This is an optimization exercise on Yosys and OpenROAD, whose aim is a short achievable clock period and few clock cycles, not a production implementation.
In this exercise RTL edits were held to simulation tests only and were not proved equivalent to the original.
Power figures rest on the tool's default switching activity, not on a simulated workload.

File: config.mk
export PLATFORM = sky130hd
export DESIGN_NAME = riscv_single_cycle
export DESIGN_NICKNAME = riscv_single_cycle
export VERILOG_FILES = /design/flow/design.v
export SDC_FILE = /design/flow/constraint.sdc
export NUM_CORES = 4
export LEC_CHECK = 0
export ABC_CLOCK_PERIOD_IN_PS = 2500
export CAP_MARGIN = 20
export CORE_MARGIN = 2
export CORE_UTILIZATION = 40
export PLACE_DENSITY = 0.6
export SETUP_SLACK_MARGIN = 5
export SLEW_MARGIN = 20
export SYNTH_HIERARCHICAL = 1
export TNS_END_PERCENT = 100
File: constraint.sdc
create_clock -name core_clock -period 10.0 [get_ports {clk}]
set_input_delay 2.0000 -clock core_clock [delete_from_list [all_inputs] [get_ports {clk}]]
set_output_delay 2.0000 -clock core_clock [all_outputs]
set_load 0.01 [all_outputs]
File: design.v
module rv_xor32 (input wire [31:0] a, input wire [31:0] b, output wire [31:0] y);
    assign y = a ^ b;
endmodule
module rv_xnor32 (input wire [31:0] a, input wire [31:0] b, output wire [31:0] y);
    assign y = ~(a ^ b);
endmodule
module rv_and32 (input wire [31:0] a, input wire [31:0] b, output wire [31:0] y);
    assign y = a & b;
endmodule
module rv_andn32 (input wire [31:0] a, input wire [31:0] b, output wire [31:0] y);
    assign y = a & ~b;
endmodule
module rv_carry (
    input  wire [31:0] g,
    input  wire [31:0] p,
    input  wire        cin,
    output wire [31:0] c
);
    wire [31:0] G [0:5];
    wire [31:0] P [0:5];
    assign G[0] = g;
    assign P[0] = p;
    genvar k, i;
    generate
        for (k = 0; k < 5; k = k + 1) begin : lvl
            for (i = 0; i < 32; i = i + 1) begin : bt
                if (i >= (1 << k)) begin : comb
                    assign G[k+1][i] = G[k][i] | (P[k][i] & G[k][i-(1<<k)]);
                    assign P[k+1][i] = P[k][i] & P[k][i-(1<<k)];
                end else begin : pass
                    assign G[k+1][i] = G[k][i];
                    assign P[k+1][i] = P[k][i];
                end
            end
        end
    endgenerate
    assign c = {G[5][30:0] | (P[5][30:0] & {31{cin}}), cin};
endmodule
module rv_add (input wire [31:0] a, input wire [31:0] b, output wire [31:0] s);
    wire [31:0] p, g, c;
    rv_xor32 px (.a(a), .b(b), .y(p));
    rv_and32 gx (.a(a), .b(b), .y(g));
    rv_carry cx (.g(g), .p(p), .cin(1'b0), .c(c));
    rv_xor32 sx (.a(p), .b(c), .y(s));
endmodule
module rv_sub (input wire [31:0] a, input wire [31:0] b, output wire [31:0] s);
    wire [31:0] p, g, c;
    rv_xnor32 px (.a(a), .b(b), .y(p));
    rv_andn32 gx (.a(a), .b(b), .y(g));
    rv_carry  cx (.g(g), .p(p), .cin(1'b1), .c(c));
    rv_xor32  sx (.a(p), .b(c), .y(s));
endmodule
module rv_alu (
    input  wire [31:0] a,
    input  wire [31:0] b,
    input  wire [31:0] pc4,
    input  wire        op_add,
    input  wire        op_sub,
    input  wire        op_slt,
    input  wire        op_or,
    input  wire        op_and,
    input  wire        op_link,
    output wire [31:0] res
);
    wire [31:0] sum, diff;
    rv_add add_u (.a(a), .b(b), .s(sum));
    rv_sub sub_u (.a(a), .b(b), .s(diff));
    rv_alu_out out_u (.a(a), .b(b), .sum(sum), .diff(diff), .pc4(pc4),
                      .op_add(op_add), .op_sub(op_sub), .op_slt(op_slt),
                      .op_or(op_or), .op_and(op_and), .op_link(op_link), .res(res));
endmodule
module rv_alu_out (
    input  wire [31:0] a,
    input  wire [31:0] b,
    input  wire [31:0] sum,
    input  wire [31:0] diff,
    input  wire [31:0] pc4,
    input  wire        op_add,
    input  wire        op_sub,
    input  wire        op_slt,
    input  wire        op_or,
    input  wire        op_and,
    input  wire        op_link,
    output wire [31:0] res
);
    wire lt = (a[31] ^ b[31]) ? a[31] : diff[31];
    assign res = ({32{op_add}}  & sum)
               | ({32{op_sub}}  & diff)
               | ({31'd0, op_slt & lt})
               | ({32{op_or}}   & (a | b))
               | ({32{op_and}}  & (a & b))
               | ({32{op_link}} & pc4);
endmodule
module rv_rf_read (
    input  wire [1023:0] regs,
    input  wire [4:0]    ra,
    input  wire          wen,
    input  wire [4:0]    wa,
    input  wire [31:0]   wd,
    output wire [31:0]   rd
);
    wire [31:0] r = regs[ra*32 +: 32];
    assign rd = (ra == 5'd0) ? 32'd0 : (wen & (wa == ra)) ? wd : r;
endmodule
module rv_eq32 (input wire [31:0] a, input wire [31:0] b, output wire eq);
    assign eq = (a == b);
endmodule
module riscv_single_cycle (
    input  wire        clk,
    input  wire        rst,
    output wire [31:0] imem_addr,
    input  wire [31:0] imem_rdata,
    output wire [31:0] dmem_addr,
    output wire [31:0] dmem_wdata,
    output wire        dmem_we,
    input  wire [31:0] dmem_rdata
);
    reg [31:0] rf [1:31];
    wire [1023:0] regs;
    assign regs[31:0] = 32'd0;
    genvar gi;
    generate
        for (gi = 1; gi < 32; gi = gi + 1) begin : rfw
            assign regs[gi*32 +: 32] = rf[gi];
        end
    endgenerate
    reg [31:0] pc;
    reg        x_wr, x_ld, x_st, x_br, x_pred;
    reg [4:0]  x_rd;
    reg [31:0] x_a, x_b, x_bv, x_pc4, x_alt;
    reg        x_add, x_sub, x_slt, x_or, x_and, x_link;
    reg        x_s1M, x_s2M, x_s2Mv;
    reg        m_wr, m_ld, m_we;
    reg [4:0]  m_rd;
    reg [31:0] m_res, m_sd;
    wire [31:0] ins = imem_rdata;
    wire [6:0]  f_op  = ins[6:0];
    wire [2:0]  f_f3  = ins[14:12];
    wire [4:0]  f_rd  = ins[11:7];
    wire [4:0]  f_rs1 = ins[19:15];
    wire [4:0]  f_rs2 = ins[24:20];
    wire f_isR = (f_op == 7'b0110011);
    wire f_isI = (f_op == 7'b0010011);
    wire f_isL = (f_op == 7'b0000011);
    wire f_isS = (f_op == 7'b0100011);
    wire f_isB = (f_op == 7'b1100011);
    wire f_isJ = (f_op == 7'b1101111);
    wire [31:0] immI = {{20{ins[31]}}, ins[31:20]};
    wire [31:0] immS = {{20{ins[31]}}, ins[31:25], ins[11:7]};
    wire [31:0] immB = {{20{ins[31]}}, ins[7], ins[30:25], ins[11:8], 1'b0};
    wire [31:0] immJ = {{12{ins[31]}}, ins[19:12], ins[20], ins[30:21], 1'b0};
    wire [31:0] pc4 = pc + 32'd4;
    wire [31:0] tgtB, tgtJ;
    rv_add addB (.a(pc), .b(immB), .s(tgtB));
    rv_add addJ (.a(pc), .b(immJ), .s(tgtJ));
    wire f_same  = (f_rs1 == f_rs2);
    wire f_b4    = (immB == 32'd4);
    wire f_predB = f_same | ins[31];
    wire f_jump  = f_isJ | (f_isB & f_predB);
    wire [31:0] f_tgt = f_isJ ? tgtJ : tgtB;
    wire f_use1 = f_isR | f_isI | f_isL | f_isS | f_isB;
    wire f_use2 = f_isR | f_isS | f_isB;
    wire f_wr   = (f_isR | f_isI | f_isL | f_isJ) & (f_rd != 5'd0);
    wire [31:0] m_wdata = m_ld ? dmem_rdata : m_res;
    wire [31:0] f_a, f_b;
    rv_rf_read rd1 (.regs(regs), .ra(f_rs1), .wen(m_wr), .wa(m_rd), .wd(m_wdata), .rd(f_a));
    rv_rf_read rd2 (.regs(regs), .ra(f_rs2), .wen(m_wr), .wa(m_rd), .wd(m_wdata), .rd(f_b));
    wire f_alu   = f_isR | f_isI;
    wire f_subop = f_alu & (f_f3 == 3'b000) & f_isR & ins[30];
    wire f_sltop = f_alu & (f_f3 == 3'b010);
    wire f_orop  = f_alu & (f_f3 == 3'b110);
    wire f_andop = f_alu & (f_f3 == 3'b111);
    wire f_addop = ~(f_subop | f_sltop | f_orop | f_andop | f_isJ);
    wire [31:0] a  = x_s1M  ? m_res : x_a;
    wire [31:0] b2 = x_s2M  ? m_res : x_b;
    wire [31:0] bs = x_s2Mv ? m_res : x_bv;
    wire [31:0] x_res;
    rv_alu alu (.a(a), .b(bs), .pc4(x_pc4),
                .op_add(x_add), .op_sub(x_sub), .op_slt(x_slt),
                .op_or(x_or), .op_and(x_and), .op_link(x_link), .res(x_res));
    wire eq_AB, eq_MB, eq_AM;
    rv_eq32 e0 (.a(x_a),   .b(x_b), .eq(eq_AB));
    rv_eq32 e1 (.a(m_res), .b(x_b), .eq(eq_MB));
    rv_eq32 e2 (.a(x_a), .b(m_res), .eq(eq_AM));
    wire x_eq = x_s1M ? (x_s2M | eq_MB) : (x_s2M ? eq_AM : eq_AB);
    wire x_redirect = x_br & (x_eq ^ x_pred);
    wire stall = x_ld & x_wr & ((f_use1 & (f_rs1 == x_rd)) | (f_use2 & (f_rs2 == x_rd)));
    wire f_go  = ~x_redirect & ~stall;
    assign imem_addr  = pc;
    assign dmem_addr  = m_res;
    assign dmem_wdata = m_sd;
    assign dmem_we    = m_we;
    always @(posedge clk) begin
        if (rst)             pc <= 32'd0;
        else if (x_redirect) pc <= x_alt;
        else if (stall)      pc <= pc;
        else if (f_jump)     pc <= f_tgt;
        else                 pc <= pc4;
        x_wr     <= ~rst & f_go & f_wr;
        x_ld     <= ~rst & f_go & f_isL;
        x_st     <= ~rst & f_go & f_isS;
        x_br     <= ~rst & f_go & f_isB & ~f_same & ~f_b4;
        x_pred   <= ins[31];
        x_rd     <= f_rd;
        x_a      <= f_a;
        x_b      <= f_b;
        x_bv     <= f_isR ? f_b : f_isS ? immS : immI;
        x_pc4    <= pc4;
        x_alt    <= ins[31] ? pc4 : tgtB;
        x_add    <= f_addop;
        x_sub    <= f_subop;
        x_slt    <= f_sltop;
        x_or     <= f_orop;
        x_and    <= f_andop;
        x_link   <= f_isJ;
        x_s1M    <= x_wr & (x_rd == f_rs1);
        x_s2M    <= x_wr & (x_rd == f_rs2);
        x_s2Mv   <= x_wr & (x_rd == f_rs2) & f_isR;
        m_wr  <= ~rst & x_wr;
        m_ld  <= x_ld;
        m_we  <= ~rst & x_st;
        m_rd  <= x_rd;
        m_res <= x_res;
        m_sd  <= b2;
        if (m_wr) rf[m_rd] <= m_wdata;
    end
endmodule
File: flow/run.sh
#!/bin/bash
set -euo pipefail
MARGIN=6.8
sed -E "s/SETUP_SLACK_MARGIN=[0-9.]+/SETUP_SLACK_MARGIN=${MARGIN}/" standard.sh > standard_tight.sh
grep -q "SETUP_SLACK_MARGIN=${MARGIN}" standard_tight.sh
bash standard_tight.sh > make_flow.log 2>&1
File: standard.sh
#!/bin/bash
# synth_recipe.tcl (not shown) runs the flow's synth.tcl, then flattens the netlist and writes it again
# the make line also repeats each setting of config.mk as NAME=value (left out here)
make -C /OpenROAD-flow-scripts/flow DESIGN_CONFIG=/design/flow/config.mk WORK_HOME=/design/flow/orfs CLKGATE_MAP_FILE= SYNTH_SCRIPT=/design/flow/synth_recipe.tcl "${@:-finish}"
==> qor_table.md, run 1 <==
| Result | This run |
|---|---|
| Hold-critical path endpoint | m_ld |
| Fin nets | 5919 |
| Arrival time at the worst endpoint | 4.37 ns |
| Int Pwr | 10.8 mW |
| Worst Setup Path Type | in2reg |
| Critical path cell sequence | buf_16 > buf_12 > buf_6 > buf_6 > buf_12 > buf_12 > buf_16 > mux4_2 > o21ai_2 > a211oi_2 > a311o_1 > mux2_2 |
| Number of placed instances with taps included | 7288 |
| Post-Place Worst Slack | 4.37 ns |
| Non-Filler Instances | 8188 |
| Count of warnings emitted by yosys | 8 |
| Die Span X | 416 µm |
| Worst skew pair latency | 0.83 ns |
| Switching Fraction | 0.306 |
| Share of power burned in registers | 0.422 |
| Start point of the worst hold path | x_ld |
| Worst setup skew after layout | 0.0534 ns |
| Number of global-route vias before repair | 52500 |
| Required time at the endpoint of the critical path | 10.70 ns |
| Filler cells | 13600 |
| Leakage power figure | 33.1 nW |
| Clock network power share | 0.341 |
| Number of cells traversed by the worst register-to-register path | 12 |
| Highest cell delay on the worst timing path | 0.56 ns |
| Combinational group share of total power | 0.236 |
| Most frequent standard cell in the layout excluding fill and tap cells | edfxtp_1 |
| Final design instance area without fill | 91200 µm² |
| Last weighted congestion value of the routability-driven placer | 0.950 |
| Setup tns final | 0 ns |
| Synthesized instance count | 5040 |
| Startpoint of the most critical register-to-register path | x_s2Mv |
| Via count | 54800 |
| Slew at the pin closest to its max-slew limit | 1.07 ns |
| Crit end category | flop |
| Reg2Reg Setup Slack | 6.37 ns |
| Final setup vio count | 0 |
| Maximum fanout along the worst path | 7 |
| Core ar. | 169000 µm² |
| CTS H-Tree Depth | 4 |
| Relative slew margins | 0.290 |
| Total wire length after detailed routing | 295 mm |
| Iteration count of the initial detailed-routing pass | 7 |
| Peak ir drop on the vdd network | 0.176 mV |
| GR Overflow Total | 0 |
| CTS tree | yes |
| Outcome | no timing/DRC/antenna violations |
| Average wire per cell in the routed design | 36.0 µm |
| Die outline area | 173000 µm² |
| Endpoints failing hold | 0 |
| Final ANT Viol Nets | 0 |
| Startpoint types | input port |
| Max-cap violations | 0 |
| Cell area power density | 170 nW/µm² |
| CP dominant cell by count | buf_12 |
| Total of buffers placed on input and output ports | 162 |
| Reg-to-Reg End | m_res[27] |
| Rows | 151 |
| Total net switching power | 4.73 mW |
| Unrepaired setup endpoints after global routing | yes |
| Clock-pin transition on the worst setup and hold timing paths | 0.06 ns |
| Minimum period implied by the final worst setup slack | 3.67 ns |
| Worst Slack Setup Final | 6.33 ns |
| Final worst path period share | 0.367 |
| Maximum clock insertion buffer count | 3 |
| Number of CTS-inserted buffers | 139 |
| Via-per-instance ratio | 6.69 |
| Number of clock sinks | 1275 |
| Type of the worst min-delay path | reg2reg |
| Cell count of the worst hold path | 0 |
| Timing-limited maximum frequency | 272 MHz |
| Slowest stage cell on the critical path | mux4_2 |
| Antenna violations before repair | 22 |
| Syn-to-layout area delta | 34.0% |
| Cell area reported after detailed placement | 72700 µm² |
| Pin count of the biggest net entering global routing | 48 |
| Leading cell types in the layout, fill and taps excluded | edfxtp_1, buf_4, mux4_2, mux2i_1, xor2_1 |
| Estimated wirelength of the detail-placed design | 161 mm |
| Global-route wire length before repair | 399 mm |
| Starting DRC count in detailed routing | 7424 |
| Number of slew-limit violations in the final report | 0 |
| Syn avg cell area | 13.5 µm² |
| Effective utilization at floorplan | 0.402 |
| Die Y | 416 µm |
| Origin of the worst setup path | imem_rdata[20] |
| Root Buffer | clkbuf_16 |
| Post-Synthesis Cell Area | 68000 µm² |
| Number of ports placed on the die boundary | 163 |
| Global routing usage summed across all routing layers | 0.325 |
| Ratio of cells with drive above 1 in the final layout | 0.408 |
| DRC violations left | 0 |
[worst max-delay path by stage]
stage | end | slack [ns] | cells past startpoint
6_report | x_bv[6] | 6.33 | 12
5_1_grt | pc[19] | 6.28 | 11
4_1_cts | pc[31] | 6.35 | 11
3_5_place_dp | x_bv[7] | 4.37 | 10
3_3_place_gp | x_bv[7] | 4.40 | 10
2_1_floorplan | pc[31] | 5.92 | 10
[critical path: cells and delay by family]
family                 cells  cell delay (ns)
AOI/OAI and AO/OA          3             0.66
muxes                      2             0.85
buffers and inverters      7             0.83
[power by group through the flow]
| stage | sequential (mW) | combinational (mW) | clock, mW |
|---|---|---|---|
| after global routing | 6.54 | 3.78 | 5.53 |
| after detailed placement | 6.75 | 2.46 | 0 |
| after CTS | 6.52 | 3.31 | 5.32 |
| final | 6.54 | 3.66 | 5.29 |
| after global placement | 6.76 | 2.43 | 0 |
| after floorplan | 6.57 | 1.54 | 0 |
[layer usage]
layer  track usage  up-vias  wire length (µm)  share of wire
li1              -    21800                 -              -
met1         0.400    27700            103000           0.35
met2         0.502     4093            132000           0.45
met3        0.0858     1148             34900           0.12
met4         0.220       30             24800          0.084
met5             0        -               253        0.00086
[sequential cells by signal, summed over array words and instances (netlist names), 32 cells and up]
name   cells
m_res     32
x_a       32
x_pc4     32
rf       992
x_bv      32
pc        32
x_alt     32
m_sd      32
x_b       32
[what timing repair did]
item | 4_1_cts | 5_1_grt
pin swaps | 261 | 214
setup buffers | 407 | 125
hold buffers | 0 | 0
gates cloned | 81 | 26
gates resized for setup | 1500 | 399
endpoints found under the setup margin | 290 | 266
[area by class of cell]
class                   count  area [µm²]  area share
multi-input cells        3495       36400       0.400
inverters                  45         186     0.00205
clock buffers             192        3880      0.0425
repair buffers            893       11300       0.125
diodes                      5        12.5    0.000137
flip-flops and latches   1275       35700       0.392
well taps                2218        2780      0.0304
clock inverters            64         773     0.00848
repair inverters            1        7.51   0.0000824
[through the flow]
| stage | power (mW) | hold slack (ns) | util |
|---|---|---|---|
| after floorplan | 8.11 | 0.356 | - |
| after global placement | 9.19 | 0.365 | 0.430 |
| after detailed placement | 9.21 | 0.362 | 0.430 |
| after CTS | 15.1 | 0.341 | 0.518 |
| after global routing | 15.9 | 0.347 | 0.539 |
| final | 15.5 | 0.340 | 0.539 |
Testbench counts, summed over its fixed seeds: cycles 53,980.
==> run 2: changes to the inputs <==
--- a/design.v
+++ b/design.v
@@ -105,4 +105,15 @@
 module rv_eq32 (input wire [31:0] a, input wire [31:0] b, output wire eq);
     assign eq = (a == b);
+endmodule
+module rv_pcsel (
+    input  wire        sel_b,
+    input  wire        sel_j,
+    input  wire        sel_o,
+    input  wire [31:0] tgt_b,
+    input  wire [31:0] tgt_j,
+    input  wire [31:0] other,
+    output wire [31:0] pc_next
+);
+    assign pc_next = ({32{sel_b}} & tgt_b) | ({32{sel_j}} & tgt_j) | ({32{sel_o}} & other);
 endmodule
 module riscv_single_cycle (
@@ -158,5 +169,4 @@
     wire f_predB = f_same | ins[31];
     wire f_jump  = f_isJ | (f_isB & f_predB);
-    wire [31:0] f_tgt = f_isJ ? tgtJ : tgtB;
     wire f_use1 = f_isR | f_isI | f_isL | f_isS | f_isB;
     wire f_use2 = f_isR | f_isS | f_isB;
@@ -187,4 +197,9 @@
     wire stall = x_ld & x_wr & ((f_use1 & (f_rs1 == x_rd)) | (f_use2 & (f_rs2 == x_rd)));
     wire f_go  = ~x_redirect & ~stall;
+    wire f_take = ~rst & ~x_redirect & ~stall & f_jump;
+    wire [31:0] pc_other = rst ? 32'd0 : x_redirect ? x_alt : stall ? pc : pc4;
+    wire [31:0] pc_next;
+    rv_pcsel pcs (.sel_b(f_take & ~f_isJ), .sel_j(f_take & f_isJ), .sel_o(~f_take),
+                  .tgt_b(tgtB), .tgt_j(tgtJ), .other(pc_other), .pc_next(pc_next));
     assign imem_addr  = pc;
     assign dmem_addr  = m_res;
@@ -192,9 +207,5 @@
     assign dmem_we    = m_we;
     always @(posedge clk) begin
-        if (rst)             pc <= 32'd0;
-        else if (x_redirect) pc <= x_alt;
-        else if (stall)      pc <= pc;
-        else if (f_jump)     pc <= f_tgt;
-        else                 pc <= pc4;
+        pc <= pc_next;
         x_wr     <= ~rst & f_go & f_wr;
         x_ld     <= ~rst & f_go & f_isL;
==> qor_table.md, run 2 <==
| Result | This run |
|---|---|
| Outcome | no timing/DRC/antenna violations |
| Highest cell delay on the worst timing path | 0.52 ns |
| CTS H-Tree Depth | 4 |
| Fin Hold WS | 0.364 ns |
| Number of placed instances with taps included | 7284 |
| Top register by number of flip-flops | rf |
| Count of warnings emitted by yosys | 8 |
| Post-Synthesis Cell Area | 68200 µm² |
| Peak ir drop on the vdd network | 0.200 mV |
| Hold buffer count at CTS | 0 |
| Arrival time at the worst endpoint | 4.57 ns |
| Worst skew pair latency | 0.82 ns |
| Endpoints failing hold | 0 |
| Last weighted congestion value of the routability-driven placer | 0.972 |
| Worst Setup Path Type | in2reg |
| Most frequent standard cell in the layout excluding fill and tap cells | edfxtp_1 |
| Max-cap violations | 0 |
| Critical path cell sequence | buf_16 > buf_12 > buf_16 > and2_1 > a221o_1 > a2111o_1 > o211ai_1 > nand2_2 > xor2_1 > a222oi_1 > inv_1 |
| Type of the worst min-delay path | reg2reg |
| Maximum fanout along the worst path | 22 |
| Number of slew-limit violations in the final report | 0 |
| Minimum period implied by the final worst setup slack | 3.88 ns |
| Unrepaired setup endpoints after global routing | yes |
| Final setup vio count | 0 |
| Fin nets | 5844 |
| Antenna violations before repair | 12 |
| Crit end category | flop |
| Relative slew margins | 0.360 |
| Number of CTS-inserted buffers | 140 |
| Final ANT Viol Nets | 0 |
| Leading cell types in the layout, fill and taps excluded | edfxtp_1, buf_4, mux4_2, mux2i_1, xor2_1 |
| Synthesized instance count | 5026 |
| Average wire per cell in the routed design | 35.5 µm |
| Total of buffers placed on input and output ports | 162 |
| Setup tns final | 0 ns |
| Number of global-route vias before repair | 51500 |
| Via count | 53800 |
| Die Span X | 417 µm |
| Estimated wirelength of the detail-placed design | 163 mm |
| Leakage power figure | 32.7 nW |
| Maximum clock insertion buffer count | 3 |
| Global-route wire length before repair | 394 mm |
| Ratio of cells with drive above 1 in the final layout | 0.386 |
| Final design instance area without fill | 89400 µm² |
| Iteration count of the initial detailed-routing pass | 8 |
| Clock-pin transition on the worst setup and hold timing paths | 0.06 ns |
| Final worst path period share | 0.388 |
| CP dominant cell by count | buf_16 |
| Syn avg cell area | 13.6 µm² |
| Non-Filler Instances | 8105 |
| Starting DRC count in detailed routing | 7646 |
| Timing-limited maximum frequency | 258 MHz |
| Flip-flop count of the largest register, all copies and words added | 992 |
| Filler cells | 13800 |
| Rows | 151 |
| CTS tree | yes |
| Post-route total power | 15.5 mW |
| Effective utilization at floorplan | 0.403 |
| Slew at the pin closest to its max-slew limit | 0.960 ns |
| Global routing usage summed across all routing layers | 0.319 |
| Cell area reported after detailed placement | 72700 µm² |
| GR Overflow Total | 0 |
| Startpoint types | input port |
| Pin count of the biggest net entering global routing | 52 |
| Required time at the endpoint of the critical path | 10.69 ns |
| Cell area power density | 173 nW/µm² |
| Slowest stage cell on the critical path | a2111o_1 |
| Number of ports placed on the die boundary | 163 |
| Syn-to-layout area delta | 31.1% |
| Total wire length after detailed routing | 288 mm |
| Root Buffer | clkbuf_16 |
| Core ar. | 169000 µm² |
| Worst setup skew after layout | 0.0365 ns |
| Die Y | 417 µm |
| DRC violations left | 0 |
| Number of clock sinks | 1275 |
| Via-per-instance ratio | 6.64 |
| Die outline area | 174000 µm² |
## run 2: critical path, delay by kind of cell
kind / cells / cell delay (ns)
AO/OA/AOI/OAI: 4 / 1.53
XOR/XNOR: 1 / 0.18
buffers and inverters: 4 / 0.50
AND/OR/NAND/NOR: 2 / 0.34
## run 2: where the power goes
part	switching (mW)	total (mW)	internal (mW)
combinational	2.23	3.64	1.41
sequential	0.218	6.55	6.33
clock	2.28	5.27	2.99
## run 2: path summary, 6_finish.rpt
kind | to | slack (ns) | cells past startpoint | start
worst max-delay path | pc[31] | 6.12 | 11 | imem_rdata[31]
worst min-delay path | m_ld | 0.36 | 0 | x_ld
worst max register to register | pc[30] | 6.46 | 18 | m_res[1]
worst min register to register | m_ld | 0.36 | 0 | x_ld
## run 2: metal layers
metal  global-route usage  up-vias  wire length [µm]
li1                     -    21600                 -
met5              0.00333        -                76
met1                0.405    27400            104000
met3               0.0740      946             31600
met4                0.198       10             21700
met2                0.496     3828            130000
## run 2: cell type report
cell class                 instances  area [µm²]  share of cell area
multi-input combinational       3470       35900               0.401
clock buffer                     175        3740              0.0418
tap                             2218        2780              0.0310
sequential                      1275       35800               0.400
timing repair buffer             820       10100               0.113
clock inverter                    78         890             0.00995
antenna                            1        2.50           0.0000280
inverter                          68         272             0.00304
## run 2: timing repair
| action | CTS | global route |
|---|---|---|
| setup endpoints to repair | 284 | 277 |
| pin swaps | 233 | 192 |
| cloned | 76 | 14 |
| gates resized for setup | 1420 | 317 |
| buffers inserted | 350 | 127 |
## run 2: through the flow
step	utilization	setup slack, ns
6_report	0.528	6.12
5_1_grt	0.528	6.09
4_1_cts	0.511	6.30
3_5_place_dp	0.429	4.40
3_3_place_gp	0.429	4.36
2_1_floorplan	-	5.98
Testbench counts of run 2, summed over its fixed seeds: cycles 53,980.

-- re-timing with driven ports --
Ports are ideal in the flow. The routed layouts listed here were re-timed in OpenROAD. Step 1: set_driving_cell puts a clkbuf_16 on clk and a buf_2 on each other input, an assumption about the parent block. Step 2 moves the port delays by t, midway between the first and last clock arrival at a register: inputs arrive t later, outputs are due t later. That takes back most of the time a late clock gives input paths. a / b / c = no drivers / after step 1 / after step 2; a / b = the first two.
run | t (ns) | setup slack, ns | hold WS [ns] | worst setup path at the end
run 1 | 0.891 | 6.329 / 5.998 / 5.107 | 0.340 / 0.340 / 0.340 | input to register
run 2 | 0.898 | 6.123 / 6.124 / 5.226 | 0.364 / 0.364 / 0.364 | input to register
After both steps every run listed still meets setup and hold. For run 1, which loses most, drivers alone change the setup slack by -0.331 ns; drivers and shift together by -1.222 ns.
